This is an optimization exercise on Yosys and OpenROAD, whose aim is small area, a short achievable clock period and few clock cycles, not a production implementation. Where RTL was checked, it was by simulation tests only, not by an equivalence proof against the original. For run 2, only the layout was checked, not whether the RTL still works.

## flow/design.v (module list and top-level ports; edited modules follow where they fit)
// module FA: 10 lines
// module INV: 3 lines
// module NAND2: 3 lines
// module NOR2: 3 lines
// module XOR2: 3 lines
// module XNOR2: 3 lines
// module A21OI: 3 lines
// module O21AI: 3 lines
// module OR2: 3 lines
// module Bitblade: 1857 lines
// module Cfu: 58 lines
module Cfu (
  input               cmd_valid,
  output              cmd_ready,
  input      [9:0]    cmd_payload_function_id,
  input      [31:0]   cmd_payload_inputs_0,
  input      [31:0]   cmd_payload_inputs_1,
  output              rsp_valid,
  input               rsp_ready,
  output     [31:0]   rsp_payload_outputs_0,
  input               reset,
  input               clk
);
  // ...
==> flow/flow/run.sh <==
#!/bin/bash
# Standard layout, with the port buffers made from sky130_fd_sc_hd__buf_2 cells instead of
# the delay cells the flow picks by default.  make's output goes to
# standard.log; each tool's own log is under orfs/logs/.
set -euo pipefail
export BUFFER_PORTS_ARGS="-buffer_cell sky130_fd_sc_hd__buf_2"
bash standard.sh > standard.log 2>&1
==> flow/standard.sh <==
#!/bin/bash
# synth_recipe.tcl (not shown) runs the flow's synth.tcl, then flattens the netlist and writes it again
# the make line also repeats each setting of config.mk as NAME=value (left out here)
make -C /OpenROAD-flow-scripts/flow DESIGN_CONFIG=/design/flow/config.mk WORK_HOME=/design/flow/orfs CLKGATE_MAP_FILE= SYNTH_SCRIPT=/design/flow/synth_recipe.tcl "${@:-finish}"
==> flow/config.mk <==
export PLATFORM = sky130hd
export DESIGN_NAME = Cfu
export DESIGN_NICKNAME = Cfu
export VERILOG_FILES = /design/flow/design.v
export SDC_FILE = /design/flow/constraint.sdc
export NUM_CORES = 4
export LEC_CHECK = 0
export CAP_MARGIN = 5
export CORE_MARGIN = 2
export CORE_UTILIZATION = 40
export SETUP_SLACK_MARGIN = 1.5
export SLEW_MARGIN = 5
export SYNTH_HIERARCHICAL = 1
export SYNTH_MINIMUM_KEEP_SIZE = 0
==> flow/constraint.sdc <==
create_clock -name core_clock -period 13.5 [get_ports {clk}]
set_input_delay 2.7000 -clock core_clock [delete_from_list [all_inputs] [get_ports {clk}]]
set_output_delay 2.7000 -clock core_clock [all_outputs]
set_load 0.01 [all_outputs]
==> key figures, run 1 <==
Layout
  • Seq/total area: 0.08635
  • #MultiIn Comb: 849
  • Final core occ: 0.4372
  • Count of non-CTS buffers in the layout: 107
  • Final std cells w/o fill: 1358
  • Finished Cell Area: 10660 um2
  • Nets: 1370

Placement
  • Final RePlAce weighted congestion: 0.8939
  • HPWL Detailed: 23.39 mm

Floorplanning
  • Floorplan row count: 57

Hold path
  • Worst Hold End: acc[31]

Timing
  • Crit share post-route: 0.8621
  • Final setup vio count: 0

GRT
  • Met3 Use GR: 0.03192

Flow run
  • Maxcap violations: 0

Clock network
  • Hold-fix buffers, CTS: 0

Synthesis
  • Number of synthesized flops with an enable pin: 0
  • Simple-gate share of the synthesized area: 0.2139
  • Complex-gate fraction of the synthesized area: 0.06132

Detailed routing
  • Metal3 WL: 1.938 mm
  • Iter 0 DRT Violations: 493
  • WL met2: 13.12 mm

Worst setup path
  • Worst R2R Start: mode

Status
  • Outcome: no timing/DRC/antenna violations
Testbench counts, summed over its fixed seeds: cycles 2,112.
==> run 2: changes to the inputs <==
--- a/flow/design.v
+++ b/flow/design.v
@@ -27,16 +27,19 @@
 assign y = ~(a & b | c);
 endmodule
 module O21AI (input a, input b, input c, output y);
 assign y = ~((a | b) & c);
 endmodule
 module OR2 (input a, input b, output y);
 assign y = a | b;
 endmodule
+module INCR #(parameter W = 13) (input [W-1:0] a, output [W-1:0] y);
+assign y = a + 1'b1;
+endmodule
 module Bitblade (
   input         sel8,    
   input         op3,     
   input  [31:0] in_a,
   input  [31:0] in_b,
   input  [31:0] acc,     
   input         ldu,     
   input  [10:0] p_g,     
@@ -1878,19 +1881,22 @@
 XOR2 u1044 (.a(k925), .b(k1024), .y(k1044));
 wire k1045;
 XOR2 u1045 (.a(k928), .b(k1025), .y(k1045));
 wire k1046;
 XOR2 u1046 (.a(k931), .b(k1026), .y(k1046));
 wire ck1047;
 assign ck1047 = k1027;
 wire [18:0] lo = {k1046, k1045, k1044, k1043, k1042, k1041, k1040, k1039, k1038, k1037, k1036, k1035, k1034, k1033, k1032, k1031, k1030, k1029, S1028};
-wire [12:0] inc = acc[31:19] + 1'b1;
+wire [12:0] inc;
+INCR #(.W(13)) uinc (.a(acc[31:19]), .y(inc));
 wire [31:0] sum = {ck1047 ? inc : acc[31:19], lo};
-wire [31:0] rspv = {(op3 & ck1047) ? inc : acc[31:19] & {13{keep | op3}}, lo & {19{op3}} | acc[18:0] & {19{keep}}};
+wire [12:0] hi1 = op3 ? inc : acc[31:19] & {13{keep}};
+wire [12:0] hi0 = acc[31:19] & {13{keep | op3}};
+wire [31:0] rspv = {ck1047 ? hi1 : hi0, lo & {19{op3}} | acc[18:0] & {19{keep}}};
 assign psum = sum[10:0];
 assign rsp = rspv;
 endmodule
 module Cfu (
   input               cmd_valid,
   output              cmd_ready,
   input      [9:0]    cmd_payload_function_id,
   input      [31:0]   cmd_payload_inputs_0,
==> flow/config.mk (replaced) <==
export PLATFORM = sky130hd
export DESIGN_NAME = Cfu
export DESIGN_NICKNAME = Cfu
export VERILOG_FILES = /design/flow/design.v
export SDC_FILE = /design/flow/constraint.sdc
export NUM_CORES = 4
export LEC_CHECK = 0
export CAP_MARGIN = 20
export CORE_MARGIN = 2
export CORE_UTILIZATION = 40
export SETUP_SLACK_MARGIN = 1.5
export SLEW_MARGIN = 20
export SYNTH_HIERARCHICAL = 1
export SYNTH_MINIMUM_KEEP_SIZE = 0
==> run 2 against run 1 <==
Against the previous run:
- synthesized cell count rose by 1.4%
- design area increased by 1.8%
- critical endpoint is now rsp_payload_outputs_0[30]
- critical path depth shrank 1
- die area grew 2.2%
- critical path type unchanged
- sequential share of layout area fell by 0.16 points
- via count grew 1.5%
- first-iteration DRC count grew 26%
- non-clock buffer count rose by 2
==> key figures, run 2 <==
Synthesis
  • Count leader, synth: fa_1 (unchanged)
  • Top cells by area, synth: fa_1 51%, dfxtp_1 9.0%, nand2_1 6.3% (was fa_1 52%, dfxtp_1 9.2%, nand2_1 6.9%)
  • Seq cells post-synth: 46 (unchanged)
  • Yosys Warn Count: 7 (unchanged)
  • Syn Std Cell Area: 10200 um2 (was 9978 um2)
  • Synthesized net count: 1373 (was 1359)
  • Yosys cell types: 41 (was 44)
  • Synth area leader: fa_1 (unchanged)
  • Number of synthesized flops with an enable pin: 0 (unchanged)
  • Async set-reset flop share out of synthesis: 0 (unchanged)
  • Most used flip-flop cell after synthesis: dfxtp_1 (unchanged)
  • Synthesized area per cell: 9.848 um2 (was 9.764 um2)
  • Synth top area share: 0.5063 (was 0.5176)
  • Gate Count Post-Synth: 1036 (was 1022)
  • Sequential fraction of the synthesis area: 0.09026 (was 0.09229)
  • Post-synth top cells: 258 x fa_1, 171 x nand2_1, 125 x nand3_1 (was 258 x fa_1, 183 x nand2_1, 127 x nand3_1)

Floorplanning
  • Die ar.: 26800 um2 (was 26220 um2)
  • Starting Density: 0.4063 (was 0.4091)
  • Core ar.: 25110 um2 (was 24390 um2)
  • Ports: 112 (unchanged)
  • Floorplan row count: 58 (was 57)
  • Die Y: 163.7 um (was 161.9 um)
  • Die Width: 163.7 um (was 161.9 um)

Clock network
  • TritonCTS Sinks: 46 (unchanged)
  • CTS tree: built (unchanged)
  • H-tree Lvls: 2 (unchanged)
  • Clk slew on worst S/H paths: 0.07 ns (was 0.06 ns)
  • Clk root buf: clkbuf_16 (unchanged)
  • CTS Buffer Depth: 2 (unchanged)
  • Total CTS buffers: 5 (unchanged)
  • Skew-Pair Late Insertion Delay: 0.29 ns (about the same)
  • Hold-fix buffers, CTS: 0 (unchanged)
  • Post-CTS setup buffers: 0 (unchanged)
  • # resized after CTS: 0 (unchanged)

Timing
  • Final setup vio count: 0 (unchanged)
  • Final Hold Fails: 0 (unchanged)
  • Relative max-transition margin: 0.4846 (was 0.2732)
  • Achievable Freq: 0.08606 GHz (was 0.08593 GHz)
  • PnR worst setup slack: 1.881 ns (was 1.862 ns)
  • Crit share post-route: 0.8607 (was 0.8621)
  • Measured slew at the worst slew-check pin: 0.7725 ns (was 1.090 ns)
  • Final worst path period need: 11.62 ns (was 11.64 ns)
  • Sum of negative setup slack: 0 ns (unchanged)
  • Hold Slack: 0.4683 ns (was 0.4534 ns)
  • Max-slew violation count: 0 (unchanged)
  • Unrepaired setup endpoints after global routing: false (unchanged)
  • Layout Skew: 0.01031 ns (was 0.008354 ns)

Placement
  • Buffers on Ports: 105 (unchanged)
  • HPWL Detailed: 23.52 mm (was 23.39 mm)
  • Final RePlAce weighted congestion: 0.8967 (was 0.8939)
  • Post-place setup slack: 1.843 ns (was 1.703 ns)

Layout
  • Most common cell after layout, fill and taps aside: fa_1 (unchanged)
  • Most frequent cells in the layout: 258 x fa_1, 171 x nand2_1, 125 x nand3_1 (was 258 x fa_1, 183 x nand2_1, 127 x nand3_1)
  • Layout cells sized above 1: 0.1691 (was 0.1615)
  • Largest register FFs: 32 (unchanged)
  • Top reg by flops: acc (unchanged)
  • Ant. Diodes: 0 (unchanged)
  • Nets: 1383 (was 1370)
  • Synth-to-Final Area Change: 6.439% (was 6.872%)
  • Largest regs: acc (32), ups (11) (unchanged)

Detailed routing
  • Drt drc: 0 (unchanged)
  • Total wire length: 27.41 mm (was 27.18 mm)
  • Drt pass-1 iters: 5 (was 4)
  • Vias per cell: 5.424 (was 5.420)
  • DR WL/cell: 19.90 um (was 20.01 um)
  • DRT antenna net count: 0 (unchanged)
  • Vias: 7469 (was 7361)
  • Iter 0 DRT Violations: 622 (was 493)

GRT
  • Gr busiest metal: met2 (unchanged)
  • M1 GR Usage: 0.3196 (was 0.3195)
  • Total grt overflow: 0 (unchanged)
  • Global-route wire length before repair: 44.21 mm (was 44.53 mm)
  • Gr usage total: 0.2177 (was 0.2209)
  • Largest net degree at the start of global routing: 159 (was 143)
  • Met3 Use GR: 0.03611 (was 0.03192)
  • Vias in the first global route: 7842 (was 7890)
  • Initial antenna violation count: 0 (unchanged)
  • Met2 Usage GRT: 0.3497 (was 0.3662)

Worst setup path
  • Critical Path Fanout Max: 13 (was 8)
  • Data required, critical path: 10.80 ns (about the same)
  • Crit end category: output port (unchanged)
  • Crit path launch type: input pin (unchanged)
  • WS Path Type: input pin to output port (unchanged)
  • CP arrival: 8.92 ns (was 8.94 ns)
  • Worst R2R Start: mode (unchanged)
  • Worst setup path start: cmd_payload_inputs_0[4] (unchanged)

Hold path
  • Hold Path Class: register to register (unchanged)
  • Hold_sp: ups[0] (was acc[31])

Status
  • Outcome: no timing/DRC/antenna violations (unchanged)

Flow run
  • Maxcap violations: 0 (unchanged)
run 2: cell count changes after synthesis, moves of 5 or more:
cell,previous run,this run
xnor2_1,14,20
a22o_1,20,33
mux2_4,0,10
mux2i_1,21,12
nand2_1,183,171
xor2_1,29,34
run 2: worst paths after layout:
kind | to | cells after the start | slack (ns)
worst max-delay path | rsp_payload_outputs_0[30] | 20 | 1.88
worst min-delay path | ups[0] | 2 | 0.47
worst max register to register | acc[30] | 19 | 6.18
worst min register to register | ups[0] | 2 | 0.47
run 2: cells by family (layout without fill, tap and decap cells):
family                   Yosys count  after routing  share of synthesized area
flip-flops                        46             46                    0.09026
adder cells (fa/ha/maj)          259            259                     0.5075
AO/OA/AOI/OAI                     92             92                    0.06794
multiplexers                      25             25                    0.02980
AND/OR/NAND/NOR                  430            430                     0.2021
buffers and inverters            130            141                    0.05605
XOR/XNOR                          54             54                    0.04636
run 2: critical path: stages:
cell and delay [ns]:
buf_2 0.20, nand2_1 0.11, fa_1 0.47, fa_1 0.45, fa_1 0.47, fa_1 0.45
fa_1 0.41, fa_1 0.47, or2_2 0.35, fa_1 0.51, fa_1 0.46, nor2_1 0.22
a21oi_2 0.10, o21ai_1 0.27, a21oi_2 0.08, o21ai_1 0.17, buf_4 0.27, mux2_2 0.37
a22o_1 0.24, buf_2 0.14
run 2: area by class of cell:
type,instances,area [um2]
Fill cell,2548,14250
Clock inverter,3,23.77
Multi-Input combinational cell,860,8718
Inverter,24,90.09
Tap cell,330,412.9
Clock buffer,5,125.1
Timing Repair Buffer,109,568.0
Sequential cell,46,920.9
run 2: per-module statistics from Yosys (local to each module, per instance), excerpt:
module | times used | flip-flops and latches
O21AI | 24 | 0
OR2 | 8 | 0
Bitblade | 1 | 0
FA | 258 | 0
XNOR2 | 14 | 0
NAND2 | 42 | 0
Cfu | 1 | 46
INV | 9 | 0
XOR2 | 29 | 0
NOR2 | 29 | 0
A21OI | 26 | 0
run 2: layer usage:
metal | vias up | routed length (um)
li1 | 3335 | -
met3 | 22 | 2172
met5 | - | 0
met4 | 0 | 319
met1 | 3802 | 12010
met2 | 310 | 12910
run 2: per-stage QoR:
| stage | cells | util | cell area (um2) |
|---|---|---|---|
| floorplan | 1036 | - | 10200 |
| global placement | 1369 | 0.4266 | 10710 |
| detailed placement | 1369 | 0.4266 | 10710 |
| CTS | 1377 | 0.4325 | 10860 |
| global route | 1377 | 0.4325 | 10860 |
| finish | 1377 | 0.4325 | 10860 |

-- port drivers added, routing unchanged --
The flow's constraints put no driver on any port. The routed layouts listed below were extracted and timed again, unchanged, in two steps. Step 1 sets driving cells, clkbuf_16 on the clock port and buf_2 on the other inputs (assumed; they add their load-dependent delay and slew). Step 2 moves the port delays by t, midway between the first and last clock arrival at a register: inputs arrive t later, outputs are due t later. That takes back most of the time a late clock gives input paths. Three values: ideal, step 1, step 2; two values: the first two.
run	t, ns	setup slack, ns	worst hold slack (ns)	latest minus earliest clock arrival (ns)
run 1	0.320	1.862 / 1.842 / 1.842	0.453 / 0.453 / 0.453	0.008 / 0.009
run 2	0.322	1.881 / 1.860 / 1.860	0.468 / 0.468 / 0.468	0.010 / 0.010
After both steps setup and hold are still met in every run listed. For run 2, which loses most, drivers alone change the setup slack by -0.021 ns; drivers and shift together by -0.021 ns.
